This is an optimization exercise on Yosys and OpenROAD, whose aim is small area, a short achievable clock period and few clock cycles, not a production implementation. Only simulation tests tie the RTL to the original design; equivalence was not proved. No activity file was given, so power comes from the tool's default toggle rates.

[design/flow/run.sh]
#!/bin/bash
# synth_recipe.tcl (not shown) runs the flow's synth.tcl, then flattens the netlist and writes it again
# the make line also repeats each setting of config.mk as NAME=value (left out here)
make -C /OpenROAD-flow-scripts/flow DESIGN_CONFIG=/design/flow/config.mk WORK_HOME=/design/flow/orfs CLKGATE_MAP_FILE= SYNTH_SCRIPT=/design/flow/synth_recipe.tcl finish
[design/flow/config.mk]
export PLATFORM = sky130hd
export DESIGN_NAME = MU0
export DESIGN_NICKNAME = MU0
export VERILOG_FILES = /design/flow/design.v
export SDC_FILE = /design/flow/constraint.sdc
export NUM_CORES = 4
export LEC_CHECK = 0
export CAP_MARGIN = 20
export CORE_MARGIN = 2
export CORE_UTILIZATION = 40
export SLEW_MARGIN = 20
[design/flow/constraint.sdc]
create_clock -name core_clock -period 4.5 [get_ports {clk}]
set_input_delay 0.9000 -clock core_clock [delete_from_list [all_inputs] [get_ports {clk}]]
set_output_delay 0.9000 -clock core_clock [all_outputs]
set_load 0.01 [all_outputs]
[design/flow/design.v]
module ACC(in_data, acc_ce, acc_oe, clk,
           out_data, out_to_bus, acc_15, accz);
    input [15:0] in_data;
    input acc_ce, acc_oe, clk;
    output reg [15:0] out_data, out_to_bus;
    output reg acc_15, accz;
    always @(posedge clk) begin
        if (acc_ce)
            out_data <= in_data;
    end
    always @(*) begin
        acc_15 <= out_data[15];
        accz   <= ~|out_data;
    end
    always @(*)
        if (acc_oe)
            out_to_bus <= out_data;
        else 
            out_to_bus <= 16'b0;
endmodule
module ALU(in_A, in_B, alufs, out);
    input [15:0] in_A, in_B;
    input [2:0] alufs;
    output reg [15:0] out;
    always @(*) begin
        case (alufs)
            3'd0: out <= 16'b0;
            3'd1: out <= in_A + in_B;
            3'd2: out <= in_A - in_B;
            3'd3: out <= in_B;
            3'd4: out <= in_B + 1;
            default: out <= 16'b0;
        endcase
    end
endmodule
module IR(in_instruction, ir_ce, clk,
          out_opcode, out_address);
    input [15:0]in_instruction;
    input ir_ce, clk;
    output reg [3:0] out_opcode;
    output reg [11:0] out_address;
    always @(posedge clk)
    if (ir_ce)
        begin
            out_opcode  <= in_instruction[15:12];
            out_address <= in_instruction[11:0];
        end
endmodule
module PC(in_address, pc_ce, clk, out_address);
    input [15:0]in_address;
    input pc_ce, clk;
    output reg [11:0] out_address;
    always @(posedge clk)
        if (pc_ce)
            out_address <= in_address[11:0];
endmodule
module mux_2to1(i0, i1, sel, out);
    parameter WORD = 16;
    input [WORD-1:0]i0, i1;
    input sel;
    output reg [WORD-1:0] out;
    always @(*)
        case (sel)
            1'b0: out    <= i0;
            1'b1: out    <= i1;
            default: out <= i0;
        endcase
endmodule
module control_logic(in_opcode, acc_15, accz, clk, rst_n, a_sel, b_sel,
                     pc_ce, ir_ce, acc_ce, acc_oe, alufs, rnw, memrq);
    input [3:0] in_opcode;
    input acc_15, accz, clk, rst_n;
    output reg [2:0] alufs;
    output reg a_sel, b_sel, pc_ce, ir_ce, acc_ce, acc_oe;
    output reg rnw, memrq;
    reg ft, n_ft;
    reg [6:0] p_state;  
    always @(*)
            p_state <= {in_opcode, ft, accz, acc_15};
    always @(*) begin
        case (in_opcode)
            4'b0000: if(ft == 0) n_ft <= 1; else n_ft <= 0;
            4'b0001: if(ft == 0) n_ft <= 1; else n_ft <= 0;
            4'b0010: if(ft == 0) n_ft <= 1; else n_ft <= 0;
            4'b0011: if(ft == 0) n_ft <= 1; else n_ft <= 0;
            4'b0100: n_ft <= 0;
            4'b0101: n_ft <= 0;
            4'b0110: n_ft <= 0;
            4'b0111: n_ft <= 0;
            default:  n_ft <= 1'b0;
        endcase
    end
    always @(posedge clk) begin
        if(~rst_n) begin
            ft <= 1'b0;  
        end
        else
            ft <= n_ft;
    end
    always @(p_state or rst_n) begin
        if (~rst_n)begin
            {a_sel, b_sel, acc_ce, pc_ce, ir_ce, acc_oe, memrq, rnw} <= {8'b0_0_1_1_1_0__1_1}; alufs <= 0;
        end
        else begin
            casex (p_state)
                7'b0000_0xx: begin {a_sel, b_sel, acc_ce, pc_ce, ir_ce, acc_oe, memrq, rnw} <= {8'b1_1_1_0_0_0__1_1}; alufs <= 3;end
                7'b0000_1xx: begin {a_sel, b_sel, acc_ce, pc_ce, ir_ce, acc_oe, memrq, rnw} <= {8'b0_0_0_1_1_0__1_1}; alufs <= 4;end
                7'b0001_0xx: begin {a_sel, b_sel, acc_ce, pc_ce, ir_ce, acc_oe, memrq, rnw} <= {8'b1_0_0_0_0_1__1_0}; alufs <= 3;end
                7'b0001_1xx: begin {a_sel, b_sel, acc_ce, pc_ce, ir_ce, acc_oe, memrq, rnw} <= {8'b0_0_0_1_1_0__1_1}; alufs <= 4;end
                7'b0010_0xx: begin {a_sel, b_sel, acc_ce, pc_ce, ir_ce, acc_oe, memrq, rnw} <= {8'b1_1_1_0_0_0__1_1}; alufs <= 1;end
                7'b0010_1xx: begin {a_sel, b_sel, acc_ce, pc_ce, ir_ce, acc_oe, memrq, rnw} <= {8'b0_0_0_1_1_0__1_1}; alufs <= 4;end
                7'b0011_0xx: begin {a_sel, b_sel, acc_ce, pc_ce, ir_ce, acc_oe, memrq, rnw} <= {8'b1_1_1_0_0_0__1_1}; alufs <= 2;end
                7'b0011_1xx: begin {a_sel, b_sel, acc_ce, pc_ce, ir_ce, acc_oe, memrq, rnw} <= {8'b0_0_0_1_1_0__1_1}; alufs <= 4;end
                7'b0100_xxx: begin {a_sel, b_sel, acc_ce, pc_ce, ir_ce, acc_oe, memrq, rnw} <= {8'b1_0_0_1_1_0__1_1}; alufs <= 4;end
                7'b0101_xx0: begin {a_sel, b_sel, acc_ce, pc_ce, ir_ce, acc_oe, memrq, rnw} <= {8'b1_0_0_1_1_0__1_1}; alufs <= 4;end
                7'b0101_xx1: begin {a_sel, b_sel, acc_ce, pc_ce, ir_ce, acc_oe, memrq, rnw} <= {8'b0_0_0_1_1_0__1_1}; alufs <= 4;end
                7'b0110_x0x: begin {a_sel, b_sel, acc_ce, pc_ce, ir_ce, acc_oe, memrq, rnw} <= {8'b1_0_0_1_1_0__1_1}; alufs <= 4;end
                7'b0110_x1x: begin {a_sel, b_sel, acc_ce, pc_ce, ir_ce, acc_oe, memrq, rnw} <= {8'b0_0_0_1_1_0__1_1}; alufs <= 4;end
                7'b0111_xxx: begin {a_sel, b_sel, acc_ce, pc_ce, ir_ce, acc_oe, memrq, rnw} <= {8'b1_0_0_0_0_0__0_1}; alufs <= 3;end
                default: begin {a_sel, b_sel, acc_ce, pc_ce, ir_ce, acc_oe, memrq, rnw} <= {8'b1_0_0_0_0_0__0_1}; alufs <= 3;end
            endcase
        end
    end
endmodule
module MU0(in_data, rst_n, clk,
          out_data, out_address, memrq, rnw);
    input [15:0]in_data;
    input rst_n, clk;
    output [15:0] out_data;
    output [11:0] out_address;
    output memrq, rnw;
    wire acc_ce, acc_oe, acc_15, accz;
    wire a_sel, b_sel, pc_ce, ir_ce;
    wire [2:0] alufs;
    wire [3:0] opcode;
    wire [11:0] addr_from_pc, addr_from_ir;
    wire [15:0] data_alu, data_mux, data_acToAlu;
    ACC u_acc(.in_data(data_alu), .acc_ce(acc_ce), .acc_oe(acc_oe), .clk(clk),
           .out_to_bus(out_data), .out_data(data_acToAlu),.acc_15(acc_15), .accz(accz));
    ALU u_alu(.in_A(data_acToAlu), .in_B(data_mux), .alufs(alufs),
           .out(data_alu));
    control_logic u_control_logic(.in_opcode(opcode), .acc_15(acc_15), .accz(accz), .clk(clk), .rst_n(rst_n),
           .a_sel(a_sel), .b_sel(b_sel), .pc_ce(pc_ce), .ir_ce(ir_ce), .acc_ce(acc_ce), .acc_oe(acc_oe), .alufs(alufs),
           .rnw(rnw), .memrq(memrq));
    IR u_ir(.in_instruction(in_data), .ir_ce(ir_ce), .clk(clk),
          .out_opcode(opcode), .out_address(addr_from_ir));
    mux_2to1 #(.WORD(12)) u_mux_a(.i0(addr_from_pc), .i1(addr_from_ir), .sel(a_sel),
                .out(out_address));
    mux_2to1 u_mux_b(.i0({4'b0000,out_address}), .i1(in_data), .sel(b_sel),
                .out(data_mux));
    PC u_pc(.in_address(data_alu), .pc_ce(pc_ce), .clk(clk),
          .out_address(addr_from_pc));
endmodule
==> flow_metrics.tcl, run 1 <==
set metrics [dict create \
    syn-num-nets 497 \
    clock_sinks 45 \
    synth-edff-count 44 \
    cp_slowest_cell "clkdlybuf4s50_1" \
    cp.arrival_ns 4.34 \
    dieHeight_um 105 \
    synth_cell_types 59 \
    syn_area_um2 4050 \
    hp-start "u_control_logic.ft$_SDFF_PN0_" \
    synth.ff_latch_count 45 \
    die_x_um 105 \
    r2r-end "u_acc.out_data[14]$_DFFE_PP_" \
    finalInstanceArea_um2 5300 \
    nFillCells 961 \
    wl_per_cell_um 17.7 \
    clockBufferDepth 2 \
    synth.most_common_cell "edfxtp_1" \
    wl_met2_um 5860 \
    synthCells 447 \
    hold_buffers 0 \
    grt_use_total 0.226 \
    placedInstanceArea_um2 5150 \
    cp_num_buf_inv 2 \
    cp-start-kind "input pin" \
    drt_iter0_markers 228 \
    synth-main-ff-cell "edfxtp_1" \
    port_buffers 47 \
    setup_viol 0 \
    period_minus_slack_ns 4.28 \
    crit_type "in2reg" \
    r2r-start "u_acc.out_data[11]$_DFFE_PP_" \
    synth.avg_cell_area_um2 9.06 \
    yosys_warnings 7 \
    powerDensity_nw_per_um2 360 \
    synth_top_family_by_area "compound AO/OA/AOI/OAI gates" \
    hold_path.class "reg2reg" \
    drv_cap 0 \
    dr_total_vias 3837 \
    n_antenna_cell 0 \
    antenna_found_initial 1 \
    yosys-top-cells-area "edfxtp_1 (33%), ha_1 (9.3%), mux2i_1 (4.2%)" \
    grt_pass1_vias 3762 \
    ioPinCount 48 \
    drive_gt1_frac 0.176 \
    rsz0062_at_grt "yes" \
    slew_violations 0 \
    leakage_uw 0.00231 \
    cp_max_fo 4 \
    crit_family "simple AND/OR/NAND/NOR gates" \
    synth_compound_area_frac 0.220 \
    core_area_um2 9820 \
    ys_async_sr_fraction 0 \
    cts_buffers 5 \
    postRouteAntennaNets 0 \
    outcome "finished clean" \
    gp_congestion 0.927 \
    skew_ns 0.00966 \
    path_depth 13 \
    num_rows 36 \
    ir_worst_vdd_v 0.000142 \
    clockRootBuffer "clkbuf_8" \
    die_area_um2 10900 \
    grt_first_pass_wirelength_um 19600 \
    path_cells "clkdlybuf4s50_1, o221ai_2, mux2_1, mux2_2, ha_1, fa_1, nor2b_2, o31ai_1, a211oi_1, buf_4, o21ai_0, and4_1, or4b_1" \
    finalCritPeriodShare 0.951 \
    synth_seq_area_share 0.331 \
    synth_fa_ha_area_frac 0.103 \
    hold_end "u_control_logic.ft$_SDFF_PN0_" \
    wirelength_um 12200 \
    synthSimpleGateAreaFrac 0.213 \
    utilization 0.540 \
    dr_wl_met3_um 533 \
    max_stage_delay_ns 0.54 \
    cts_tree "done" \
    rrSetupSlack_ns 0.23 \
    fin_setup_tns_ns 0 \
    maxSlewHeadroom 0.304 \
    top_layer_used "met4" \
    timing.fmax_ghz 0.234 \
    dp_hpwl_um 9590 \
    synthTopCellsByCount "edfxtp_1 (44), nor2_1 (39), a21oi_1 (32), ha_1 (30), inv_1 (30)" \
    synthMuxAreaShare 0.0504 \
    path_clk_slew_ns 0.10 \
    drtPass1Iterations 5 \
    fin_nets 607 \
    insertion_delay_ns 0.31 \
    yosysTopAreaCell "edfxtp_1" \
    met1_length_um 5720 \
    area_growth_pct 30.9 \
    worst_pin_slew_ns 1.04 \
    start_util 0.412 \
    drc 0 \
    synth_top_area_frac 0.326 \
    finalHoldViolations 0 \
    grt.overflow.total 0 \
    reg2regPathDepth 15 \
    holdPathStages 2 \
    synth-xor-area-share 0.0346 \
    viasPerCell 5.55 \
    grt_start_max_net_pins 30 \
    required_ns 4.56 \
    crit_path_end_kind "flip-flop" \
    ctsHtreeMaxLevel 2 \
]
==> flip-flops by register name (all words and copies together) (netlist names) <==
| signal | flops |
|---|---|
| u_acc.out_data | 16 |
| u_ir.out_address | 12 |
| u_pc.out_address | 12 |
| u_ir.out_opcode | 4 |
| u_control_logic.ft | 1 |
==> placed cells by master (no fill, tap or decap), drive strengths merged, types with 5 or more instances in the layout <==
| cell type | synthesis | routed |
|---|---|---|
| nand2 | 27 | 27 |
| or2 | 5 | 5 |
| clkbuf | 9 | 5 |
| mux2i | 17 | 17 |
| a211o | 5 | 5 |
| inv | 30 | 30 |
| ha | 30 | 30 |
| nand3 | 7 | 7 |
| nor4b | 5 | 5 |
| a21o | 7 | 7 |
| edfxtp | 44 | 44 |
| and3 | 6 | 6 |
| and2 | 16 | 16 |
| buf | 6 | 71 |
| nor2 | 39 | 39 |
| a221o | 8 | 8 |
| a21oi | 32 | 32 |
| clkdlybuf4s50 | 0 | 47 |
| o21ai | 26 | 26 |
| a211oi | 7 | 7 |
| nor2b | 21 | 21 |
| o21bai | 6 | 6 |
| nor3 | 12 | 12 |
| xnor2 | 12 | 12 |
| o21a | 9 | 9 |
| o31ai | 5 | 5 |
==> per-stage QoR <==
stage	power, uW	hold slack (ns)	cells	setup slack (ns)
after floorplan	1180	0.508	447	0.282
after global placement	1560	0.678	683	-0.0412
after detailed placement	1570	0.679	683	-0.0961
after CTS	1900	0.697	691	0.0620
after global routing	2040	0.717	691	-0.0317
final	1910	0.713	691	0.219
==> tightest hold or removal path: cells and delay by family (launching register included) <==
| kind | cells | cell delay (ns) |
|---|---|---|
| buffers and inverters | 1 | 0.15 |
| AND/OR/NAND/NOR | 1 | 0.08 |
| flip-flops | 1 | 0.45 |
==> kinds of logic after synthesis <==
logic type / Yosys count
AND/OR/NAND/NOR: 158
AO/OA/AOI/OAI: 131
buffers and inverters: 45
flip-flops: 45
adder cells (fa/ha/maj): 32
multiplexers: 20
XOR/XNOR: 16
==> per-layer routing <==
metal  GRT usage  up-vias
li1            -     1888
met1       0.316     1846
met2       0.380       94
met3      0.0274        9
met4      0.0419        0
met5           0        -
==> worst max path at each step <==
stage                                             from  slack [ns]                           end
after detailed placement                         rst_n        -0.1  u_acc.out_data[14]$_DFFE_PP_
after CTS                  u_acc.out_data[6]$_DFFE_PP_        0.06  u_acc.out_data[14]$_DFFE_PP_
after floorplan                                  rst_n        0.28  u_acc.out_data[14]$_DFFE_PP_
after global placement                           rst_n       -0.04  u_acc.out_data[14]$_DFFE_PP_
final                                            rst_n        0.22  u_acc.out_data[14]$_DFFE_PP_
after global routing      u_acc.out_data[11]$_DFFE_PP_       -0.03  u_acc.out_data[14]$_DFFE_PP_
==> power by group <==
part           leakage, uW  switching (uW)  internal [uW]  total (uW)
clock network    0.0000543             158            167         325
registers         0.000461            34.2            531         565
logic              0.00179             521            497        1020
==> cell type report <==
class / instances / area, um2 / share of cell area
inverter: 30 / 113 / 0.0212
timing repair buffer: 118 / 1010 / 0.190
clock buffer: 5 / 68.8 / 0.0130
clock inverter: 3 / 46.3 / 0.00873
multi-input combinational: 357 / 2560 / 0.483
tap: 133 / 166 / 0.0314
sequential: 45 / 1340 / 0.253
==> repair_timing <==
item,in CTS,in global routing
gates resized for setup,0,9
buffers inserted,0,0
endpoints found under the setup margin,0,12
Testbench counts, summed over its fixed seeds: cycles 33,004.
==> inputs of run 2 (changes only) <==
==> design/flow/design.v (replaced) <==
module MU0(in_data, rst_n, clk,
           out_data, out_address, memrq, rnw);
    input  [15:0] in_data;
    input         rst_n, clk;
    output [15:0] out_data;
    output [11:0] out_address;
    output        memrq, rnw;
    reg  [2:0]  st;
    reg  [15:0] ir;
    reg  [11:0] pc;
    reg  [15:0] acc;
    wire       ex   = (st == 3'b000);
    wire       fe   = st[2];
    wire [3:0] op   = ir[15:12];
    wire       hop  = op[3] | (op[2:0] == 3'b111);
    wire       dop  = ~op[3] & ~op[2];
    wire       jop  = ~op[3] & op[2] & ~(op[1] & op[0]);
    wire       accnz = |acc;
    wire       take = (op[1:0] == 2'b00) |
                      (op[1:0] == 2'b01 & ~acc[15]) |
                      (op[1:0] == 2'b10 & accnz);
    wire       sel_s = ex & (dop | (jop & take));
    assign out_address = sel_s ? ir[11:0] : pc;
    assign memrq       = fe | (st[1] & ~st[0]) | (ex & ~hop);
    assign rnw         = ~(ex & (op == 4'b0001));
    assign out_data    = acc;
    wire        lda  = fe & ~st[1] & ~st[0];
    wire        useb = fe & (st[1] | ~st[0]);
    wire        sub  = fe &  st[1] &  st[0];
    wire [15:0] a_op = lda ? 16'd0 : acc;
    wire [15:0] b_op = (useb ? ir : 16'd0) ^ {16{sub}};
    wire [15:0] acc_n = a_op + b_op + {15'd0, sub};
    wire        pc_en = fe | (ex & jop);
    always @(posedge clk) begin
        ir <= in_data;
        if (~rst_n) begin
            st  <= 3'b010;
            pc  <= 12'd0;
            acc <= 16'd0;
        end else begin
            acc <= acc_n;
            if (pc_en)
                pc <= out_address + 12'd1;
            case (st)
                3'b000:  st <= hop ? 3'b001 :
                               jop ? 3'b000 : {1'b1, op[1:0]};
                3'b001:  st <= 3'b001;
                3'b011:  st <= 3'b001;
                default: st <= 3'b000;
            endcase
        end
    end
endmodule
==> flow_metrics.tcl, run 2 <==
set metrics [dict create \
    crit_type "reg2out" \
    skew_ns 0.00584 \
    wirelength_um 8570 \
    drive_gt1_frac 0.0605 \
    path_clk_slew_ns 0.09 \
    drtPass1Iterations 4 \
    multi_input_area_um2 2090 \
    finalHoldViolations 0 \
    yosys-top-cells-area "dfxtp_1 (30%), nand2_1 (6.7%), xnor2_1 (6.4%)" \
    start_util 0.413 \
    synth_seq_area_share 0.297 \
    ioPinCount 48 \
    cp.arrival_ns 2.82 \
    syn-num-nets 436 \
    outcome "finished clean" \
    port_buffers 47 \
    ff_latch_area_um2 941 \
    insertion_delay_ns 0.30 \
    grt_first_pass_wirelength_um 14200 \
    postCtsResizedCells 0 \
    worst_pin_slew_ns 0.832 \
    grt_pass1_vias 2925 \
    drc 0 \
    postRouteAntennaNets 0 \
    dr_total_vias 3021 \
    die_x_um 93.0 \
    synth-main-ff-cell "dfxtp_1" \
    synth.avg_cell_area_um2 7.89 \
    hold_path.class "reg2reg" \
    fin_nets 479 \
    reg.largest.list "acc (16), ir (16), pc (12)" \
    yosys_warnings 1 \
    dp_hpwl_um 6400 \
    clockRootBuffer "clkbuf_8" \
    num_rows 32 \
    synthCells 402 \
    drt_iter0_markers 171 \
    drv_cap 0 \
    rsz0062_at_grt "no" \
    layout_commonest_cell "nand2_1" \
    synth_cell_types 54 \
    die_area_um2 8660 \
    cts_tree "done" \
    crit_path_end_kind "output pin" \
    area_growth_pct 21.8 \
    clockBufferDepth 2 \
    utilization 0.502 \
    yosysTopAreaCell "dfxtp_1" \
    leakage_uw 0.00151 \
    synth-edff-count 0 \
    hold_buffers 0 \
    cp-start-kind "flip-flop" \
    grt.overflow.total 0 \
    ys_async_sr_fraction 0 \
    slew_violations 0 \
    clock_sinks 47 \
    gp_congestion 0.895 \
    dieHeight_um 93.0 \
    wl_per_cell_um 15.6 \
    ctsHtreeMaxLevel 2 \
    final_cell_mix "nand2_1 (57), dfxtp_1 (47), clkdlybuf4s50_1 (47), nor2_1 (35), a21oi_1 (24)" \
    synth.ff_latch_count 47 \
    post_cts_buffers 0 \
    ir_worst_vdd_v 0.000125 \
    period_minus_slack_ns 3.72 \
    maxSlewHeadroom 0.445 \
    grt_use_total 0.204 \
    powerDensity_nw_per_um2 270 \
    fin_setup_tns_ns 0 \
    syn_area_um2 3170 \
    core_area_um2 7690 \
    cts_buffers 5 \
    n_antenna_cell 0 \
    setup_viol 0 \
    viasPerCell 5.51 \
    grt_start_max_net_pins 26 \
    nFillCells 791 \
    synthTopCellsByCount "nand2_1 (57), dfxtp_1 (47), nor2_1 (35), a21oi_1 (24), xnor2_1 (23)" \
    synth_top_area_frac 0.297 \
    timing.fmax_ghz 0.269 \
    required_ns 3.60 \
    finalCritPeriodShare 0.826 \
    antenna_found_initial 0 \
    cp_max_fo 25 \
    synth.most_common_cell "nand2_1" \
]
## run 2: worst max-delay path, cell delays in order (launching register included)
cell and delay (ns):
dfxtp_1 0.32, nor4_1 0.35, and3_1 0.32, a21o_1 0.69
nand2_1 0.10, o21ai_0 0.14, clkdlybuf4s50_1 0.59
## run 2: layout make-up
type / count / area share
flip-flops and latches: 47 / 0.244
repair buffers: 56 / 0.139
inverters: 9 / 0.00875
well taps: 102 / 0.0330
multi-input cells: 326 / 0.541
clock buffers: 6 / 0.0188
clock inverters: 2 / 0.0155
## run 2: per-stage QoR
step / cell area [um2] / instances / setup slack (ns) / hold slack [ns] / power (uW)
3_3_place_gp: 3730 / 540 / 1.07 / 0.482 / 681
5_1_grt: 3860 / 548 / 0.532 / 0.527 / 1090
2_1_floorplan: 3170 / 402 / 1.52 / 0.449 / 602
6_report: 3860 / 548 / 0.785 / 0.504 / 1040
3_5_place_dp: 3730 / 540 / 1.08 / 0.488 / 684
4_1_cts: 3860 / 548 / 0.744 / 0.504 / 1050
## run 2: path summary, 6_finish.rpt
check                       from                  end  slack (ns)  depth (start not counted)
min          pc[11]$_SDFFE_PN0P_  pc[11]$_SDFFE_PN0P_        0.50                          2
max reg2reg    acc[3]$_SDFF_PN0_  pc[10]$_SDFFE_PN0P_        1.21                         10
max            acc[3]$_SDFF_PN0_       out_address[0]        0.78                          6
min reg2reg  pc[11]$_SDFFE_PN0P_  pc[11]$_SDFFE_PN0P_        0.50                          2
## run 2: cells by family (layout without fill, tap and decap cells)
family / count (synthesis) / in the layout / synth area share
flip-flops: 47 / 47 / 0.297
multiplexers: 12 / 12 / 0.0383
AND/OR/NAND/NOR: 186 / 186 / 0.295
XOR/XNOR: 30 / 30 / 0.0828
adder cells (fa/ha/maj): 16 / 16 / 0.0655
AO/OA/AOI/OAI: 82 / 82 / 0.177
buffers and inverters: 29 / 73 / 0.0446
## run 2: layer usage
| layer | GRT usage | share of wire |
|---|---|---|
| met2 | 0.334 | 0.46 |
| met3 | 0.0363 | 0.037 |
| met1 | 0.272 | 0.49 |
| met4 | 0.0662 | 0.019 |
| met5 | 0 | 0 |
## run 2: power breakdown
part	internal [uW]	total, uW	switching (uW)
clock	222	370	147
sequential	437	469	32.5
combinational	103	205	103
total	761	1040	283
Testbench counts of run 2, summed over its fixed seeds: cycles 33,132.
==> inputs of run 3 (changes only) <==
--- a/design/flow/design.v
+++ b/design/flow/design.v
@@ -16,28 +16,32 @@
     wire       dop  = ~op[3] & ~op[2];
     wire       jop  = ~op[3] & op[2] & ~(op[1] & op[0]);
-    wire       accnz = |acc;
-    wire       take = (op[1:0] == 2'b00) |
-                      (op[1:0] == 2'b01 & ~acc[15]) |
-                      (op[1:0] == 2'b10 & accnz);
-    wire       sel_s = ex & (dop | (jop & take));
-    assign out_address = sel_s ? ir[11:0] : pc;
+    reg        sel;
+    assign out_address = sel ? ir[11:0] : pc;
     assign memrq       = fe | (st[1] & ~st[0]) | (ex & ~hop);
     assign rnw         = ~(ex & (op == 4'b0001));
     assign out_data    = acc;
+    wire        rs   = (st == 3'b010);
     wire        lda  = fe & ~st[1] & ~st[0];
     wire        useb = fe & (st[1] | ~st[0]);
     wire        sub  = fe &  st[1] &  st[0];
-    wire [15:0] a_op = lda ? 16'd0 : acc;
+    wire [15:0] a_op = (lda | rs) ? 16'd0 : acc;
     wire [15:0] b_op = (useb ? ir : 16'd0) ^ {16{sub}};
-    wire [15:0] acc_n = a_op + b_op + {15'd0, sub};
+    wire [16:0] sum  = {a_op, 1'b1} + {b_op, sub};
+    wire [15:0] acc_n = sum[16:1];
     wire        pc_en = fe | (ex & jop);
+    wire [3:0]  nop   = in_data[15:12];
+    wire        ntake = (nop[1:0] == 2'b00) |
+                        (nop[1:0] == 2'b01 & ~acc_n[15]) |
+                        (nop[1:0] == 2'b10 & (|acc_n));
+    wire        sel_n = ~(ex & dop) & ~nop[3] & (~nop[2] | ntake);
     always @(posedge clk) begin
-        ir <= in_data;
+        ir  <= in_data;
+        acc <= acc_n;
         if (~rst_n) begin
             st  <= 3'b010;
             pc  <= 12'd0;
-            acc <= 16'd0;
+            sel <= 1'b0;
         end else begin
-            acc <= acc_n;
+            sel <= sel_n;
             if (pc_en)
                 pc <= out_address + 12'd1;
--- a/design/flow/config.mk
+++ b/design/flow/config.mk
@@ -6,4 +6,5 @@
 export NUM_CORES = 4
 export LEC_CHECK = 0
+export ABC_AREA = 1
 export CAP_MARGIN = 20
 export CORE_MARGIN = 2
==> flow_metrics.tcl, run 3 <==
set metrics [dict create \
    grt_use_total 0.188 \
    reg2regPathDepth 23 \
    die_x_um 92.3 \
    post_cts_buffers 0 \
    swShare 0.288 \
    drive_gt1_frac 0.0851 \
    layout_commonest_cell "nand2_1" \
    p_int_uw 732 \
    cp-start-kind "flip-flop" \
    outcome "finished clean" \
    comb_power_share 0.213 \
    wirelength_um 7650 \
    cts_tree "done" \
    clockBufferDepth 2 \
    synth_cell_types 41 \
    synth_top_area_frac 0.308 \
    rrSetupSlack_ns 1.23 \
    synth.most_common_cell "nand2_1" \
    final_cell_mix "nand2_1 (111), inv_1 (83), dfxtp_1 (48), clkdlybuf4s50_1 (47), nor2_1 (45)" \
    yosys_warnings 1 \
    path_clk_slew_ns 0.10 \
    ys_async_sr_fraction 0 \
    port_buffers 47 \
    finalCritPeriodShare 0.726 \
    area_growth_pct 21.9 \
    drtPass1Iterations 5 \
    power_frac_clock 0.330 \
    drt_iter0_markers 121 \
    multi_input_area_um2 1760 \
    dr_total_vias 2993 \
    synth_seq_area_share 0.308 \
    setup_viol 0 \
    holdPathStages 2 \
    hold_path.class "reg2reg" \
    maxSlewHeadroom 0.438 \
    fin_setup_tns_ns 0 \
    skew_ns 0.00748 \
    crit_path_end_kind "flip-flop" \
    drv_cap 0 \
    die_area_um2 8520 \
    cp_max_fo 15 \
    seq_power_share 0.457 \
    synth-edff-count 0 \
    clock_sinks 48 \
    period_minus_slack_ns 3.27 \
    ctsHtreeMaxLevel 2 \
    grt_pass1_vias 2892 \
    n_antenna_cell 0 \
    yosys-top-cells-area "dfxtp_1 (31%), nand2_1 (13%), inv_1 (10%)" \
    postRouteAntennaNets 0 \
    viasPerCell 4.84 \
    syn-num-nets 503 \
    synthCells 469 \
    powerDensity_nw_per_um2 270 \
    syn_area_um2 3120 \
    required_ns 4.70 \
    insertion_delay_ns 0.30 \
    timing.fmax_ghz 0.306 \
    reg.largest.list "acc (16), ir (16), pc (12)" \
    synth.ff_latch_count 48 \
    core_area_um2 7650 \
    fin_nets 550 \
    rsz0062_at_grt "no" \
    worst_pin_slew_ns 0.842 \
    dieHeight_um 92.3 \
    finalHoldViolations 0 \
    slew_violations 0 \
    clockRootBuffer "clkbuf_8" \
    synthTopCellsByCount "nand2_1 (111), inv_1 (83), dfxtp_1 (48), nor2_1 (45)" \
    dp_hpwl_um 6160 \
    ioPinCount 48 \
    gp_congestion 0.897 \
    synth.avg_cell_area_um2 6.65 \
    ff_latch_area_um2 961 \
    drc 0 \
    utilization 0.497 \
    p_sw_uw 296 \
    antenna_found_initial 0 \
    hold_end "pc[1]$_SDFFE_PN0P_" \
    cts_buffers 5 \
    nFillCells 819 \
    r2r-end "sel$_SDFF_PN0_" \
    ir_worst_vdd_v 0.000153 \
    hold_buffers 0 \
    cp.arrival_ns 3.47 \
    grt_start_max_net_pins 24 \
    postCtsResizedCells 0 \
    yosysTopAreaCell "dfxtp_1" \
    start_util 0.408 \
    synth-main-ff-cell "dfxtp_1" \
    hp-start "pc[1]$_SDFFE_PN0P_" \
    crit_type "reg2reg" \
    r2r-start "st[0]$_SDFF_PN0_" \
    leakage_uw 0.00184 \
    grt_first_pass_wirelength_um 13100 \
    wl_per_cell_um 12.4 \
    grt.overflow.total 0 \
    num_rows 32 \
]
run 3: changes by cell type in the layout (fill, tap and decap cells not counted), moves of 7 or more:
| cell | previous run | this run |
|---|---|---|
| a31oi_1 | 7 | 0 |
| buf_4 | 9 | 2 |
| inv_1 | 9 | 83 |
| mux2i_1 | 11 | 0 |
| nand2_1 | 57 | 111 |
| nand2_2 | 1 | 9 |
| nand2b_1 | 8 | 0 |
| nor2_1 | 35 | 45 |
| nor2b_1 | 16 | 0 |
| o21ai_0 | 10 | 18 |
| o21bai_1 | 2 | 10 |
| xnor2_1 | 23 | 9 |
run 3: cell type report:
| class | instances | area share |
|---|---|---|
| Sequential cell | 48 | 0.253 |
| Clock inverter | 2 | 0.0102 |
| Multi-Input combinational cell | 320 | 0.463 |
| Clock buffer | 6 | 0.0217 |
| Timing Repair Buffer | 49 | 0.128 |
| Tap cell | 102 | 0.0336 |
| Inverter | 92 | 0.0918 |
run 3: power groups by stage:
stage | Combinational [uW] | Sequential, uW | Clock [uW]
floorplan | 134 | 476 | 0
global placement | 216 | 480 | 0
detailed placement | 218 | 480 | 0
CTS | 220 | 471 | 346
global route | 244 | 474 | 360
finish | 219 | 470 | 339
run 3: critical path, cell delays in order (launching register included):
cell	delay, ns
dfxtp_1	0.37
buf_4	0.21
inv_4	0.12
nand2_2	0.06
nand2_2	0.10
nand2_4	0.07
inv_1	0.40
nor2_1	0.10
ha_1	0.38
nand2_1	0.10
inv_1	0.06
nand2_1	0.06
nand2_1	0.13
nand2_1	0.08
nand2_1	0.10
nand3_1	0.11
nand2_1	0.10
nand2_1	0.05
nand2_1	0.09
nand3_1	0.08
nor2_1	0.15
nand4_1	0.12
nand2_1	0.08
a21oi_2	0.05
run 3: cells by family after synthesis:
kind of cell    synth area share
compound gates             0.133
xor+xnor                  0.0505
fa+ha+maj                 0.0642
buf+inv                    0.128
flops                      0.308
mux                      0.00361
simple gates               0.312
run 3: worst max-delay path by stage:
stage	from	end	slack [ns]	depth (start not counted)
after floorplan	st[0]$_SDFF_PN0_	sel$_SDFF_PN0_	1.78	21
after global routing	st[0]$_SDFF_PN0_	sel$_SDFF_PN0_	0.86	20
after detailed placement	st[0]$_SDFF_PN0_	sel$_SDFF_PN0_	1.26	17
after global placement	st[0]$_SDFF_PN0_	sel$_SDFF_PN0_	1.33	18
final	st[0]$_SDFF_PN0_	sel$_SDFF_PN0_	1.23	23
after CTS	st[0]$_SDFF_PN0_	sel$_SDFF_PN0_	1.24	18
run 3: metrics by stage:
stage | cells | power [uW] | hold WS, ns | setup WS, ns | area, um2
2_1_floorplan | 469 | 611 | 0.449 | 1.78 | 3120
6_report | 619 | 1030 | 0.484 | 1.23 | 3800
5_1_grt | 619 | 1080 | 0.525 | 0.858 | 3800
3_3_place_gp | 611 | 696 | 0.470 | 1.33 | 3680
4_1_cts | 619 | 1040 | 0.491 | 1.24 | 3800
3_5_place_dp | 611 | 698 | 0.477 | 1.26 | 3680
run 3: per-layer routing:
layer	vias up	wire length, um	track usage
met3	14	320	0.0212
met4	0	148	0.0485
li1	1560	-	-
met5	-	0	0
met1	1326	3620	0.249
met2	93	3560	0.324
Testbench counts of run 3, summed over its fixed seeds: cycles 33,132.
==> inputs of run 4 (changes only) <==
--- a/design/flow/config.mk
+++ b/design/flow/config.mk
@@ -6,5 +6,4 @@
 export NUM_CORES = 4
 export LEC_CHECK = 0
-export ABC_AREA = 1
 export CAP_MARGIN = 20
 export CORE_MARGIN = 2
==> flow_metrics.tcl, run 4 <==
set metrics [dict create \
    met1_length_um 3240 \
    dp.cells 481 \
    dieHeight_um 89.8 \
    gp_congestion 0.838 \
    rsz0062_at_grt "no" \
    final_cell_mix "dfxtp_1 (48), clkdlybuf4s50_1 (47), xnor2_1 (31), nor2_1 (26), nand2_1 (24)" \
    cts_buffers 5 \
    synthTopCellsByCount "dfxtp_1 (48), xnor2_1 (31), nor2_1 (26), nand2_1 (24), o21ai_0 (20)" \
    viasPerCell 5.09 \
    synth.most_common_cell "dfxtp_1" \
    area_growth_pct 22.8 \
    drive_gt1_frac 0.0538 \
    outcome "finished clean" \
    drc 0 \
    cp-start-kind "flip-flop" \
    ir_worst_vdd_v 0.000139 \
    synthCells 349 \
    syn-num-nets 383 \
    powerDensity_nw_per_um2 294 \
    yosys_warnings 1 \
    ys_async_sr_fraction 0 \
    post_cts_buffers 0 \
    hold_path.class "reg2reg" \
    swShare 0.286 \
    reg.largest.list "acc (16), ir (16), pc (12)" \
    wirelength_um 6590 \
    comb_power_share 0.242 \
    grt_use_total 0.163 \
    ioPinCount 48 \
    p_sw_uw 304 \
    dr_total_vias 2490 \
    syn_area_um2 2940 \
    drtPass1Iterations 4 \
    maxSlewHeadroom 0.458 \
    layout_commonest_cell "dfxtp_1" \
    insertion_delay_ns 0.31 \
    slew_violations 0 \
    synth-edff-count 0 \
    p_int_uw 759 \
    synth-main-ff-cell "dfxtp_1" \
    top_layer_used "met4" \
    synth_cell_types 51 \
    dp_hpwl_um 5060 \
    nFillCells 697 \
    power_frac_clock 0.307 \
    grt_first_pass_wirelength_um 11000 \
    drv_cap 0 \
    wl_met2_um 3100 \
    clock_sinks 48 \
    yosys-top-cells-area "dfxtp_1 (33%), xnor2_1 (9.2%), ha_1 (6.8%)" \
    grt_start_max_net_pins 24 \
    num_rows 31 \
    grt.overflow.total 0 \
    period_minus_slack_ns 3.43 \
    cp.arrival_ns 3.63 \
    grt_pass1_vias 2338 \
    hold_buffers 0 \
    port_buffers 47 \
    path_clk_slew_ns 0.10 \
    wl_per_cell_um 13.5 \
    yosysTopAreaCell "dfxtp_1" \
    cp_max_fo 15 \
    cts_tree "done" \
    antenna_found_initial 0 \
    required_ns 4.70 \
    skew_ns 0.0133 \
    die_area_um2 8060 \
    ctsHtreeMaxLevel 2 \
    postCtsResizedCells 0 \
    finalHoldViolations 0 \
    core_area_um2 7180 \
    clockRootBuffer "clkbuf_8" \
    crit_type "reg2reg" \
    synth_seq_area_share 0.327 \
    finalCritPeriodShare 0.763 \
    setup_viol 0 \
    clockBufferDepth 2 \
    worst_pin_slew_ns 0.812 \
    synth.avg_cell_area_um2 8.43 \
    instances_no_fill 489 \
    synth.ff_latch_count 48 \
    dr_wl_met3_um 197 \
    crit_path_end_kind "flip-flop" \
    fin_nets 423 \
    drt_iter0_markers 121 \
    postRouteAntennaNets 0 \
    n_antenna_cell 0 \
    timing.fmax_ghz 0.291 \
    seq_power_share 0.451 \
    start_util 0.410 \
    leakage_uw 0.00149 \
    synth_top_area_frac 0.327 \
    fin_setup_tns_ns 0 \
    die_x_um 89.8 \
]
## run 4: routing by layer
| metal | vias up | track usage |
|---|---|---|
| li1 | 1294 | - |
| met1 | 1151 | 0.223 |
| met2 | 40 | 0.272 |
| met3 | 5 | 0.0243 |
| met4 | 0 | 0.0359 |
| met5 | - | 0 |
## run 4: cell type report
type,count,area [um2],area share
clock inverters,3,46.3,0.0128
inverters,15,56.3,0.0156
well taps,99,124,0.0343
multi-input cells,268,1860,0.514
repair buffers,51,500,0.139
flip-flops and latches,48,961,0.266
clock buffers,5,68.8,0.0190
## run 4: final timing paths
| check | startpoint | end | slack (ns) | depth (start not counted) |
|---|---|---|---|---|
| setup / recovery | st[1]$_SDFF_PN1_ | sel$_SDFF_PN0_ | 1.07 | 13 |
| hold / removal | pc[6]$_SDFFE_PN0P_ | pc[6]$_SDFFE_PN0P_ | 0.53 | 2 |
| setup reg to reg | st[1]$_SDFF_PN1_ | sel$_SDFF_PN0_ | 1.07 | 13 |
| hold reg to reg | pc[6]$_SDFFE_PN0P_ | pc[6]$_SDFFE_PN0P_ | 0.53 | 2 |
## run 4: cell families after synthesis
family	count (synthesis)	share of synthesized area
buffers and inverters	33	0.0425
AOI/OAI and AO/OA	68	0.151
and+or+nand+nor	128	0.235
adders and majority gates	16	0.0680
muxes	18	0.0638
DFF	48	0.327
xor gates and xnor gates	38	0.113
## run 4: power groups by stage
stage	clock, uW	sequential (uW)	combinational (uW)
2_1_floorplan	0	487	160
3_5_place_dp	0	490	258
5_1_grt	344	485	287
3_3_place_gp	0	490	259
4_1_cts	333	480	260
6_report	326	479	257
## run 4: critical path: stages (launching register included)
cell,delay (ns)
dfxtp_1,0.55
xnor2_1,0.12
nor2_1,0.10
buf_4,0.22
nor2b_1,0.07
ha_1,0.34
a21oi_1,0.22
nor3b_2,0.22
a211oi_1,0.12
o41a_1,0.43
and4b_1,0.21
or4_4,0.53
nor2_1,0.13
a21oi_1,0.08
## run 4: through the flow
stage / worst slack, ns / total power, uW / hold WS [ns] / instance area [um2] / utilization
finish: 1.07 / 1060 / 0.525 / 3610 / 0.504
global route: 0.800 / 1120 / 0.571 / 3610 / 0.504
CTS: 1.09 / 1070 / 0.532 / 3610 / 0.504
detailed placement: 1.13 / 748 / 0.506 / 3500 / 0.488
global placement: 1.11 / 749 / 0.497 / 3500 / 0.488
floorplan: 0.890 / 647 / 0.476 / 2940 / -
==> inputs of run 5 (changes only) <==
==> design/flow/design.v (replaced) <==
module MU0(in_data, rst_n, clk,
           out_data, out_address, memrq, rnw);
    input  [15:0] in_data;
    input         rst_n, clk;
    output [15:0] out_data;
    output [11:0] out_address;
    output        memrq, rnw;
    reg         ex;      
    reg         fe;      
    reg         rs;      
    reg         ka, ub, sb;
    reg         sel;     
    reg  [15:0] ir;
    reg  [11:0] pc;
    reg  [15:0] acc;
    wire [3:0] op   = ir[15:12];
    wire       hop  = op[3] | (op[2:0] == 3'b111);
    wire       dop  = ~op[3] & ~op[2];
    wire       jop  = ~op[3] & op[2] & ~(op[1] & op[0]);
    assign out_address = sel ? ir[11:0] : pc;
    assign memrq       = fe | rs | (ex & ~hop);
    assign rnw         = ~(ex & (op == 4'b0001));
    assign out_data    = acc;
    wire [15:0] a_op  = ka ? acc : 16'd0;
    wire [15:0] b_op  = ub ? ir  : 16'd0;
    wire [16:0] sum   = {a_op, 1'b1} + {b_op, sb};
    wire [15:0] acc_n = sum[16:1];
    wire        pc_en = fe | (ex & jop);
    wire [3:0]  nop   = in_data[15:12];
    wire        ntake = (nop[1:0] == 2'b00) |
                        (nop[1:0] == 2'b01 & ~acc_n[15]) |
                        (nop[1:0] == 2'b10 & (|acc_n));
    wire        sel_n = ~(ex & dop) & ~nop[3] & (~nop[2] | ntake);
    wire        sub_x = ex & (op == 4'b0011);
    always @(posedge clk) begin
        ir  <= in_data ^ {16{sub_x}};
        acc <= acc_n;
        if (~rst_n) begin
            ex  <= 1'b0;
            fe  <= 1'b0;
            rs  <= 1'b1;
            ka  <= 1'b0;
            ub  <= 1'b0;
            sb  <= 1'b0;
            sel <= 1'b0;
            pc  <= 12'd0;
        end else begin
            ex  <= fe | rs | (ex & jop);
            fe  <= ex & dop;
            rs  <= 1'b0;
            ka  <= ~(ex & (op == 4'b0000));
            ub  <= ex & dop & (op[1:0] != 2'b01);
            sb  <= sub_x;
            sel <= sel_n;
            if (pc_en)
                pc <= out_address + 12'd1;
        end
    end
endmodule
--- a/design/flow/config.mk
+++ b/design/flow/config.mk
@@ -9,3 +9,4 @@
 export CORE_MARGIN = 2
 export CORE_UTILIZATION = 40
+export SETUP_SLACK_MARGIN = 1.5
 export SLEW_MARGIN = 20
==> flow_metrics.tcl, run 5 <==
set metrics [dict create \
    outcome "finished clean" \
    slew_violations 0 \
    yosys_warnings 1 \
    num_rows 31 \
    ir_worst_vdd_v 0.000121 \
    hold_path.class "reg2reg" \
    reg2regPathDepth 11 \
    cts_tree "done" \
    rrSetupSlack_ns 1.62 \
    setup_viol 0 \
    core_area_um2 7140 \
    layout_commonest_cell "dfxtp_1" \
    antenna_found_initial 0 \
    drtPass1Iterations 4 \
    synth.ff_latch_count 51 \
    cp_max_fo 12 \
    drt_iter0_markers 91 \
    synth_seq_area_share 0.352 \
    grt_first_pass_wirelength_um 10700 \
    viasPerCell 5.06 \
    fin_nets 400 \
    synth-edff-count 0 \
    wl_per_cell_um 14.2 \
    period_minus_slack_ns 2.92 \
    r2r-start "ka$_SDFF_PN0_" \
    required_ns 3.60 \
    synthTopCellsByCount "dfxtp_1 (51), and2_1 (32), nor2_1 (28), a21oi_1 (22), xor2_1 (22)" \
    path_clk_slew_ns 0.09 \
    timing.fmax_ghz 0.343 \
    final_cell_mix "dfxtp_1 (49), clkdlybuf4s50_1 (47), and2_1 (32), nor2_1 (28), xor2_1 (22)" \
    die_x_um 89.2 \
    postRouteAntennaNets 0 \
    rsz0062_at_grt "no" \
    worst_pin_slew_ns 0.928 \
    yosys-top-cells-area "dfxtp_1 (35%), and2_1 (6.9%), ha_1 (6.9%)" \
    dr_total_vias 2346 \
    dieHeight_um 89.2 \
    grt_pass1_vias 2199 \
    ctsHtreeMaxLevel 2 \
    finalCritPeriodShare 0.648 \
    drc 0 \
    n_antenna_cell 0 \
    clockBufferDepth 2 \
    dp_hpwl_um 5030 \
    cp-startpoint "sel$_SDFF_PN0_" \
    grt_use_total 0.171 \
    grt_start_max_net_pins 24 \
    cp.arrival_ns 2.02 \
    syn-num-nets 351 \
    synth_top_area_frac 0.352 \
    port_buffers 47 \
    crit_path_end_kind "output pin" \
    syn_area_um2 2900 \
    die_area_um2 7950 \
    finalHoldViolations 0 \
    cts_buffers 5 \
    drive_gt1_frac 0.123 \
    ioPinCount 48 \
    cp-start-kind "flip-flop" \
    start_util 0.406 \
    leakage_uw 0.00157 \
    synth.avg_cell_area_um2 9.18 \
    ys_async_sr_fraction 0 \
    synth_cell_types 56 \
    synth-main-ff-cell "dfxtp_1" \
    fin_setup_tns_ns 0 \
    r2r-end "sel$_SDFF_PN0_" \
    drv_cap 0 \
    clock_sinks 51 \
    powerDensity_nw_per_um2 253 \
    skew_ns 0.0104 \
    synth.most_common_cell "dfxtp_1" \
    grt.overflow.total 0 \
    clockRootBuffer "clkbuf_8" \
    crit_type "reg2out" \
    maxSlewHeadroom 0.381 \
    holdPathStages 2 \
    yosysTopAreaCell "dfxtp_1" \
    synthCells 316 \
    gp_congestion 0.877 \
    timing.hold.ws_ns 0.493 \
    reg.largest.list "acc (16), ir (16), pc (12)" \
    wirelength_um 6590 \
    insertion_delay_ns 0.30 \
    crit_path_end "out_address[4]" \
    area_growth_pct 27.5 \
]
## run 5: cell count changes in the layout (fill, tap and decap cells not counted), sizes merged, moves of 5 or more
cell / change
and2: +20
nor2b: -16
o21ai: -16
nand2: -15
xor2: +15
xnor2: -14
a21oi: +10
mux2i: -9
nor3: -6
nand2b: -5
## run 5: metrics by stage
| stage | cell area, um2 | util | setup WS [ns] | total power [uW] | cells |
|---|---|---|---|---|---|
| after floorplan | 2900 | - | 1.72 | 562 | 316 |
| after global placement | 3460 | 0.484 | 1.39 | 621 | 453 |
| after detailed placement | 3460 | 0.484 | 1.26 | 622 | 453 |
| after CTS | 3570 | 0.500 | 1.51 | 941 | 460 |
| after global routing | 3700 | 0.518 | 1.47 | 975 | 464 |
| final | 3700 | 0.518 | 1.58 | 934 | 464 |
## run 5: cell type report
cell class | instances | area [um2]
clock buffer | 5 | 68.8
multi-input combinational | 240 | 1880
timing repair buffer | 52 | 505
clock inverter | 2 | 37.5
tap | 99 | 124
sequential | 51 | 1030
fill | 692 | 3440
inverter | 15 | 56.3
## run 5: worst min-delay path by stage
stage / startpoint / end / slack (ns)
after global placement: rs$_DFF_P_ / ex$_SDFF_PN0_ / 0.45
after detailed placement: rs$_DFF_P_ / ex$_SDFF_PN0_ / 0.47
after floorplan: rs$_DFF_P_ / ex$_SDFF_PN0_ / 0.43
after CTS: pc[6]$_SDFFE_PN0P_ / pc[6]$_SDFFE_PN0P_ / 0.50
final: pc[6]$_SDFFE_PN0P_ / pc[6]$_SDFFE_PN0P_ / 0.49
after global routing: pc[6]$_SDFFE_PN0P_ / pc[6]$_SDFFE_PN0P_ / 0.52
## run 5: logic make-up after synthesis
family                   share of synthesized area
AND/OR/NAND/NOR                              0.212
multiplexers                                0.0492
adder cells (fa/ha/maj)                     0.0759
buffers and inverters                       0.0349
flip-flops                                   0.352
XOR/XNOR                                     0.120
AO/OA/AOI/OAI                                0.156
## run 5: critical path, stage by stage (launching register included)
cell	delay (ns)
dfxtp_1	0.71
mux2i_1	0.44
inv_1	0.08
clkdlybuf4s50_1	0.48
## run 5: routing by layer
metal	wire (um)	vias up	track usage
li1	-	1203	-
met1	3370	1081	0.242
met2	2930	56	0.277
met3	232	6	0.0295
met4	53	0	0.0326
met5	0	-	0
## run 5: what timing repair did
action,4_1_cts,5_1_grt
hold buffers,0,0
buffers inserted,0,4
endpoints found under the setup margin,1,1
pin swaps,0,5
endpoints found under the hold margin,0,0
resized for setup,3,15
## run 5: report_power, final
part	internal (uW)	switching [uW]
Sequential	470	15.0
Combinational	71.1	59.8
Clock	163	155
Total	704	230
Testbench counts of run 5, summed over its fixed seeds: cycles 33,132.
==> inputs of run 6 (changes only) <==
--- a/design/flow/config.mk
+++ b/design/flow/config.mk
@@ -9,4 +9,4 @@
 export CORE_MARGIN = 2
 export CORE_UTILIZATION = 40
-export SETUP_SLACK_MARGIN = 1.5
+export SETUP_SLACK_MARGIN = 2.0
 export SLEW_MARGIN = 20
==> flow_metrics.tcl, run 6 <==
set metrics [dict create \
    n_antenna_cell 0 \
    synth_fa_ha_area_frac 0.0759 \
    postRouteAntennaNets 0 \
    cp.arrival_ns 3.05 \
    p_sw_uw 247 \
    comb_power_share 0.155 \
    grt_first_pass_wirelength_um 10800 \
    power_frac_clock 0.310 \
    ir_worst_vdd_v 0.000149 \
    port_buffers 47 \
    maxSlewHeadroom 0.393 \
    die_x_um 89.2 \
    num_rows 31 \
    synth.ff_latch_count 51 \
    nFillCells 673 \
    cp_max_fo 8 \
    insertion_delay_ns 0.31 \
    synth-xor-area-share 0.120 \
    wirelength_um 6930 \
    viasPerCell 5.13 \
    synth_top_family_by_area "simple AND/OR/NAND/NOR gates" \
    skew_ns 0.00494 \
    timing.fmax_ghz 0.351 \
    p_int_uw 659 \
    syn-num-nets 351 \
    setup_viol 0 \
    start_util 0.406 \
    yosys_warnings 1 \
    yosys-top-cells-area "dfxtp_1 (35%), and2_1 (6.9%), ha_1 (6.9%)" \
    outcome "finished clean" \
    synthMuxAreaShare 0.0492 \
    synth.avg_cell_area_um2 9.18 \
    drc 0 \
    finalInstanceArea_um2 3800 \
    synth-edff-count 0 \
    seq_power_share 0.535 \
    ctsHtreeMaxLevel 2 \
    synth.most_common_cell "dfxtp_1" \
    drtPass1Iterations 4 \
    grt_pass1_vias 2256 \
    dieHeight_um 89.2 \
    fin_setup_tns_ns 0 \
    clock_sinks 51 \
    dp_hpwl_um 5060 \
    period_minus_slack_ns 2.85 \
    ys_async_sr_fraction 0 \
    reg.largest.list "acc (16), ir (16), pc (12)" \
    synthCells 316 \
    yosysTopAreaCell "dfxtp_1" \
    drt_iter0_markers 90 \
    synth_compound_area_frac 0.156 \
    rsz0062_at_grt "yes" \
    antenna_found_initial 0 \
    grt_use_total 0.175 \
    cp-start-kind "flip-flop" \
    synth_seq_area_share 0.352 \
    gp_congestion 0.822 \
    grt_start_max_net_pins 24 \
    drive_gt1_frac 0.195 \
    crit_type "reg2reg" \
    path_clk_slew_ns 0.10 \
    placedInstanceArea_um2 3530 \
    synthTopCellsByCount "dfxtp_1 (51), and2_1 (32), nor2_1 (28), a21oi_1 (22), xor2_1 (22)" \
    finalHoldViolations 0 \
    cts_buffers 5 \
    cts_tree "done" \
    fin_nets 404 \
    wl_per_cell_um 14.8 \
    area_growth_pct 31.0 \
    crit_path_end_kind "flip-flop" \
    required_ns 4.70 \
    leakage_uw 0.00165 \
    core_area_um2 7140 \
    dr_total_vias 2405 \
    worst_pin_slew_ns 0.910 \
    slew_violations 0 \
    hold_buffers 0 \
    final_cell_mix "dfxtp_1 (47), clkdlybuf4s50_1 (33), and2_1 (28), nor2_1 (27), xor2_1 (21)" \
    clockRootBuffer "clkbuf_8" \
    hold_path.class "reg2reg" \
    max_stage_delay_ns 0.53 \
    synth_top_area_frac 0.352 \
    swShare 0.273 \
    grt.overflow.total 0 \
    ioPinCount 48 \
    path_cells "and2_4, ha_4, or4_1, o211ai_2, a311oi_2, o31a_1, o32a_1, xnor2_1, a41o_1, a2111oi_2" \
    synth_cell_types 56 \
    powerDensity_nw_per_um2 238 \
    drv_cap 0 \
    die_area_um2 7950 \
    cp_slowest_cell "or4_1" \
    clockBufferDepth 2 \
    finalCritPeriodShare 0.632 \
    reg2regPathDepth 10 \
    holdPathStages 2 \
    synth-main-ff-cell "dfxtp_1" \
    layout_commonest_cell "dfxtp_1" \
    synthSimpleGateAreaFrac 0.212 \
    syn_area_um2 2900 \
]
[run 6: path summary, 6_finish.rpt]
kind                                          from            endpoint  slack, ns
worst max-delay path                 ka$_SDFF_PN0_      sel$_SDFF_PN0_       1.65
worst min-delay path            pc[3]$_SDFFE_PN0P_  pc[3]$_SDFFE_PN0P_       0.50
worst max register to register       ka$_SDFF_PN0_      sel$_SDFF_PN0_       1.65
worst min register to register  pc[3]$_SDFFE_PN0P_  pc[3]$_SDFFE_PN0P_       0.50
[run 6: timing repair]
| action | 4_1_cts | 5_1_grt |
|---|---|---|
| setup endpoints to repair | 17 | 5 |
| buffers inserted | 6 | 2 |
| resized for setup | 28 | 14 |
| pin swaps | 2 | 8 |
[run 6: cells by family (layout without fill, tap and decap cells)]
family	count (synthesis)	after routing
multiplexers	13	13
adder cells (fa/ha/maj)	17	17
AND/OR/NAND/NOR	111	111
AO/OA/AOI/OAI	60	60
XOR/XNOR	39	39
buffers and inverters	25	79
flip-flops	51	51
[run 6: metal layers]
metal | wire, um | global-route usage | up-vias
met4 | 85 | 0.0380 | 0
met5 | 0 | 0 | -
li1 | - | - | 1213
met3 | 308 | 0.0277 | 6
met2 | 3240 | 0.283 | 67
met1 | 3290 | 0.246 | 1119
[run 6: per-stage QoR]
step           total power (uW)  std cells  utilization  hold WS, ns  setup slack, ns
2_1_floorplan               564        316            -        0.433             1.87
3_3_place_gp                623        453        0.494        0.444             1.64
5_1_grt                     944        469        0.532        0.512             1.54
3_5_place_dp                624        453        0.494        0.464             1.51
4_1_cts                     905        467        0.519        0.489             1.62
6_report                    906        469        0.532        0.495             1.65
[run 6: area by class of cell]
cell class,instances,area [um2],share of cell area
tap,99,124,0.0326
inverter,15,56.3,0.0148
timing repair buffer,56,534,0.141
sequential,51,1030,0.272
clock buffer,5,68.8,0.0181
multi-input combinational,240,1960,0.516
clock inverter,3,22.5,0.00593
[run 6: power groups by stage]
stage               combinational (uW)  clock (uW)  sequential [uW]
global placement                   124           0              498
CTS                                133         287              484
finish                             140         281              485
global route                       153         304              487
detailed placement                 125           0              498
floorplan                         72.7           0              491
[run 6: critical path: cells and delay by family (launching register included)]
kind / cells / cell delay [ns]
adders and majority gates: 1 / 0.25
DFF: 1 / 0.39
and+or+nand+nor: 2 / 0.68
xor gates and xnor gates: 1 / 0.15
AOI/OAI and AO/OA: 6 / 1.26
==> inputs of run 7 (changes only) <==
--- a/design/flow/config.mk
+++ b/design/flow/config.mk
@@ -9,4 +9,3 @@
 export CORE_MARGIN = 2
 export CORE_UTILIZATION = 40
-export SETUP_SLACK_MARGIN = 2.0
 export SLEW_MARGIN = 20
==> flow_metrics.tcl, run 7 <==
set metrics [dict create \
    area_growth_pct 22.9 \
    dp.cells 453 \
    cp_max_fo 16 \
    postCtsResizedCells 0 \
    fin_nets 396 \
    yosys_warnings 1 \
    reg.largest.list "acc (16), ir (16), pc (12)" \
    start_util 0.406 \
    hp-start "pc[2]$_SDFFE_PN0P_" \
    synth-edff-count 0 \
    leakage_uw 0.00156 \
    drive_gt1_frac 0.0859 \
    syn_area_um2 2900 \
    synth_top_area_frac 0.352 \
    finalHoldViolations 0 \
    nFillCells 700 \
    maxSlewHeadroom 0.384 \
    setup_viol 0 \
    required_ns 4.67 \
    hold_end "pc[2]$_SDFFE_PN0P_" \
    timing.fmax_ghz 0.310 \
    comb_power_share 0.135 \
    path_clk_slew_ns 0.10 \
    viasPerCell 5.01 \
    syn-num-nets 351 \
    crit_path_end_kind "flip-flop" \
    cp_num_buf_inv 1 \
    synthCells 316 \
    wl_per_cell_um 14.0 \
    worst_pin_slew_ns 0.924 \
    grt.overflow.total 0 \
    yosysTopAreaCell "dfxtp_1" \
    grt_use_total 0.171 \
    drtPass1Iterations 4 \
    ir_worst_vdd_v 0.000120 \
    core_area_um2 7140 \
    synthTopCellsByCount "dfxtp_1 (51), and2_1 (32), nor2_1 (28), a21oi_1 (22), xor2_1 (22)" \
    drv_cap 0 \
    cp.arrival_ns 3.39 \
    synth.avg_cell_area_um2 9.18 \
    clockBufferDepth 2 \
    rsz0062_at_grt "no" \
    clock_sinks 51 \
    crit_family "simple AND/OR/NAND/NOR gates" \
    instances_no_fill 460 \
    yosys-top-cells-area "dfxtp_1 (35%), and2_1 (6.9%), ha_1 (6.9%)" \
    synth.most_common_cell "dfxtp_1" \
    power_frac_clock 0.340 \
    dp_hpwl_um 5030 \
    max_stage_delay_ns 0.64 \
    die_x_um 89.2 \
    final_cell_mix "dfxtp_1 (51), clkdlybuf4s50_1 (47), and2_1 (32), nor2_1 (28)" \
    hold_buffers 0 \
    cts_buffers 5 \
    cts_tree "done" \
    wirelength_um 6440 \
    grt_pass1_vias 2202 \
    clockRootBuffer "clkbuf_8" \
    cp-start-kind "flip-flop" \
    swShare 0.243 \
    drc 0 \
    reg2regPathDepth 11 \
    finalCritPeriodShare 0.717 \
    synth_seq_area_share 0.352 \
    r2r-start "ka$_SDFF_PN0_" \
    n_antenna_cell 0 \
    layout_commonest_cell "dfxtp_1" \
    powerDensity_nw_per_um2 260 \
    timing.hold.ws_ns 0.494 \
    grt_first_pass_wirelength_um 10700 \
    gp_congestion 0.877 \
    cp_slowest_cell "dfxtp_1" \
    synth-main-ff-cell "dfxtp_1" \
    holdPathStages 2 \
    p_sw_uw 225 \
    period_minus_slack_ns 3.22 \
    r2r-end "sel$_SDFF_PN0_" \
    fin_setup_tns_ns 0 \
    dieHeight_um 89.2 \
    drt_iter0_markers 66 \
    port_buffers 47 \
    skew_ns 0.00755 \
    crit_type "reg2reg" \
    seq_power_share 0.525 \
    grt_start_max_net_pins 24 \
    postRouteAntennaNets 0 \
    rrSetupSlack_ns 1.28 \
    slew_violations 0 \
    dr_total_vias 2305 \
    synth_cell_types 56 \
    insertion_delay_ns 0.30 \
    die_area_um2 7950 \
    synth.ff_latch_count 51 \
    ctsHtreeMaxLevel 2 \
    antenna_found_initial 0 \
    p_int_uw 702 \
    outcome "finished clean" \
    ioPinCount 48 \
    ys_async_sr_fraction 0 \
    num_rows 31 \
    hold_path.class "reg2reg" \
    path_cells "and2_1, inv_1, fa_1, nor2b_4, o311ai_1, a21oi_2, xor2_1, or4b_1, nor4_2, a41o_1, a2111oi_2" \
    post_cts_buffers 0 \
]
==> run 7: cell types whose count changed in the layout (fill, tap and decap cells not counted), moves of 3 or more <==
cell,previous run,this run
clkdlybuf4s50_1,33,47
and2_1,28,32
a21oi_2,4,1
a21oi_1,19,22
and2_4,4,0
dfxtp_1,47,51
ha_1,7,16
dfxtp_4,3,0
ha_2,4,0
ha_4,5,0
buf_4,6,1
dlygate4sd2_1,12,0
==> run 7: routing by layer <==
metal | routed length (um) | up-vias | global-route usage
met5 | 0 | - | 0
met4 | 26 | 0 | 0.0326
met3 | 267 | 2 | 0.0295
met2 | 2880 | 57 | 0.277
met1 | 3270 | 1053 | 0.242
li1 | - | 1193 | -
==> run 7: power by group through the flow <==
stage	Clock [uW]	Sequential (uW)	Combinational, uW
2_1_floorplan	0	491	71.4
3_3_place_gp	0	497	124
3_5_place_dp	0	497	125
4_1_cts	328	487	126
5_1_grt	345	489	137
6_report	315	486	125
==> run 7: per-stage QoR <==
step / utilization / instance area (um2) / setup WS (ns) / power [uW]
after global placement: 0.484 / 3460 / 1.39 / 621
final: 0.499 / 3560 / 1.28 / 926
after CTS: 0.499 / 3560 / 1.24 / 941
after floorplan: - / 2900 / 1.72 / 562
after detailed placement: 0.484 / 3460 / 1.26 / 622
after global routing: 0.499 / 3560 / 1.02 / 971
==> run 7: area by class of cell <==
cell class	count	area (um2)	share of cell area
timing repair buffer	48	478	0.134
sequential	51	1020	0.287
clock inverter	2	37.5	0.0105
multi-input combinational	240	1780	0.499
clock buffer	5	68.8	0.0193
inverter	15	56.3	0.0158
tap	99	124	0.0348
==> run 7: tightest hold or removal path, stage by stage, from the launching register on <==
cell,delay (ns)
dfxtp_1,0.34
a21oi_1,0.06
nor2_1,0.07
==> run 7: logic make-up after synthesis <==
group,synth area share
fa+ha+maj,0.0759
xor+xnor,0.120
simple gates,0.212
compound gates,0.156
mux,0.0492
flops,0.352
buf+inv,0.0349
==> run 7: worst max path at each step <==
stage,start,endpoint,cells past startpoint
floorplan,ub$_SDFF_PN0_,sel$_SDFF_PN0_,11
global placement,ka$_SDFF_PN0_,sel$_SDFF_PN0_,11
detailed placement,ka$_SDFF_PN0_,sel$_SDFF_PN0_,11
CTS,ka$_SDFF_PN0_,sel$_SDFF_PN0_,11
global route,ka$_SDFF_PN0_,sel$_SDFF_PN0_,11
finish,ka$_SDFF_PN0_,sel$_SDFF_PN0_,11
==> inputs of run 8 (changes only) <==
==> design/flow/flow/run.sh (new file) <==
#!/bin/bash
set -euo pipefail
bash standard.sh BUFFER_PORTS_ARGS="-buffer_cell sky130_fd_sc_hd__buf_1" finish > standard.log 2>&1
==> design/flow/standard.sh (new file) <==
#!/bin/bash
# synth_recipe.tcl (not shown) runs the flow's synth.tcl, then flattens the netlist and writes it again
# the make line also repeats each setting of config.mk as NAME=value (left out here)
make -C /OpenROAD-flow-scripts/flow DESIGN_CONFIG=/design/flow/config.mk WORK_HOME=/design/flow/orfs CLKGATE_MAP_FILE= SYNTH_SCRIPT=/design/flow/synth_recipe.tcl "${@:-finish}"
--- a/design/flow/config.mk
+++ b/design/flow/config.mk
@@ -6,6 +6,8 @@
 export NUM_CORES = 4
 export LEC_CHECK = 0
+export ABC_AREA = 1
 export CAP_MARGIN = 20
 export CORE_MARGIN = 2
 export CORE_UTILIZATION = 40
+export SETUP_SLACK_MARGIN = 1.5
 export SLEW_MARGIN = 20
removed: design/flow/run.sh
==> flow_metrics.tcl, run 8 <==
set metrics [dict create \
    reg.largest.list "acc (16), ir (16), pc (12)" \
    p_sw_uw 250 \
    layout_commonest_cell "nand2_1" \
    period_minus_slack_ns 2.75 \
    wl_per_cell_um 11.7 \
    port_buffers 47 \
    cts_buffers 5 \
    dr_total_vias 2961 \
    synth_compound_area_frac 0.0848 \
    yosysTopAreaCell "dfxtp_1" \
    wirelength_um 7660 \
    n_antenna_cell 0 \
    synth.avg_cell_area_um2 6.49 \
    fin_setup_tns_ns 0 \
    drive_gt1_frac 0.0527 \
    synth_top_area_frac 0.312 \
    die_area_um2 8930 \
    timing.hold.ws_ns 0.477 \
    slew_violations 0 \
    timing.fmax_ghz 0.364 \
    clockBufferDepth 2 \
    multi_input_area_um2 1760 \
    crit_type "reg2out" \
    hold_buffers 0 \
    dp_hpwl_um 6220 \
    dpl_worst_slack_ns 1.94 \
    ff_latch_area_um2 1020 \
    viasPerCell 4.52 \
    synth_cell_types 34 \
    postCtsResizedCells 0 \
    synth-xor-area-share 0.0722 \
    yosys_warnings 1 \
    num_rows 33 \
    clockRootBuffer "clkbuf_8" \
    final_cell_mix "nand2_1 (156), inv_1 (113), dfxtp_1 (51), buf_1 (47), nor2_1 (26)" \
    cp_max_fo 22 \
    maxSlewHeadroom 0.372 \
    path_clk_slew_ns 0.10 \
    cp-startpoint "sel$_SDFF_PN0_" \
    grt_pass1_vias 2772 \
    fin_nets 584 \
    synth_fa_ha_area_frac 0.0672 \
    worst_pin_slew_ns 0.939 \
    drc 0 \
    setup_slack_ns 1.75 \
    synth_seq_area_share 0.312 \
    synthCells 505 \
    drv_cap 0 \
    dp.cells 647 \
    finalInstanceArea_um2 3660 \
    antenna_found_initial 0 \
    core_area_um2 8090 \
    seq_power_share 0.499 \
    finalCritPeriodShare 0.610 \
    cp-start-kind "flip-flop" \
    rsz0062_at_grt "no" \
    gp_congestion 0.870 \
    finalHoldViolations 0 \
    syn-num-nets 540 \
    synth-main-ff-cell "dfxtp_1" \
    outcome "finished clean" \
    ir_worst_vdd_v 0.000142 \
    hp-start "pc[1]$_SDFFE_PN0P_" \
    insertion_delay_ns 0.31 \
    grt_start_max_net_pins 23 \
    comb_power_share 0.116 \
    drtPass1Iterations 4 \
    swShare 0.253 \
    hold_path.class "reg2reg" \
    dieHeight_um 94.5 \
    synth.ff_latch_count 51 \
    setup_viol 0 \
    leakage_uw 0.00216 \
    grt_first_pass_wirelength_um 12900 \
    start_util 0.405 \
    synthMuxAreaShare 0.00649 \
    ys_async_sr_fraction 0 \
    power_frac_clock 0.385 \
    powerDensity_nw_per_um2 270 \
    synth-edff-count 0 \
    grt_use_total 0.183 \
    syn_area_um2 3280 \
    synth.most_common_cell "nand2_1" \
    ioPinCount 48 \
    required_ns 3.60 \
    area_growth_pct 11.8 \
    grt.overflow.total 0 \
    r2r-start "ka$_SDFF_PN0_" \
    synthTopCellsByCount "nand2_1 (156), inv_1 (113), dfxtp_1 (51), nor2_1 (26), nand3_1 (23)" \
    drt_iter0_markers 93 \
    synth_top_family_by_area "simple AND/OR/NAND/NOR gates" \
    postRouteAntennaNets 0 \
    post_cts_buffers 0 \
    nFillCells 893 \
    placedInstanceArea_um2 3530 \
    skew_ns 0.00530 \
    ctsHtreeMaxLevel 2 \
    clock_sinks 51 \
    cts_tree "done" \
    p_int_uw 739 \
    cp.arrival_ns 1.85 \
    synthSimpleGateAreaFrac 0.306 \
]
[run 8: path summary, 6_finish.rpt]
path,to,cells after the start,slack (ns)
worst min register to register,pc[1]$_SDFFE_PN0P_,2,0.48
worst max register to register,sel$_SDFF_PN0_,16,1.96
worst min-delay path,pc[1]$_SDFFE_PN0P_,2,0.48
worst max-delay path,out_address[8],3,1.75
[run 8: worst max-delay path: stages (launching register included)]
cell and delay (ns):
dfxtp_1 0.94, o21ai_0 0.23, inv_1 0.19, buf_1 0.17
[run 8: metrics by stage]
stage,utilization,power [uW]
floorplan,-,584
global placement,0.436,618
detailed placement,0.436,620
CTS,0.453,999
global route,0.453,1040
finish,0.453,989
[run 8: cell type report]
type                    instances  share of cell area
flip-flops and latches         51               0.279
repair buffers                 47              0.0482
inverters                     118               0.121
well taps                     105              0.0359
multi-input cells             326               0.480
clock buffers                   6              0.0198
clock inverters                 2              0.0164
[run 8: cells by family (layout without fill, tap and decap cells)]
group | after synthesis | after routing
adder cells (fa/ha/maj) | 17 | 17
XOR/XNOR | 27 | 27
AO/OA/AOI/OAI | 47 | 47
buffers and inverters | 128 | 173
flip-flops | 51 | 51
multiplexers | 2 | 2
AND/OR/NAND/NOR | 233 | 233
[run 8: metal layers]
| layer | track usage | vias up | share of wire |
|---|---|---|---|
| met1 | 0.243 | 1303 | 0.50 |
| li1 | - | 1613 | - |
| met2 | 0.315 | 40 | 0.47 |
| met5 | 0 | - | 0 |
| met3 | 0.0263 | 5 | 0.027 |
| met4 | 0.0399 | 0 | 0.0080 |
[run 8: power groups by stage]
stage / Sequential (uW) / Combinational (uW) / Clock, uW
finish: 494 / 115 / 381
detailed placement: 505 / 115 / 0
CTS: 494 / 116 / 389
floorplan: 495 / 89.0 / 0
global route: 498 / 130 / 407
global placement: 504 / 114 / 0

Check on run 8: ideal ports give 1.753 ns setup slack; a clkbuf_16 on the clock port and buf_2 on the inputs give 1.722 ns; moving port delays by the midpoint clock arrival (0.335 ns) as well gives 1.964 ns.
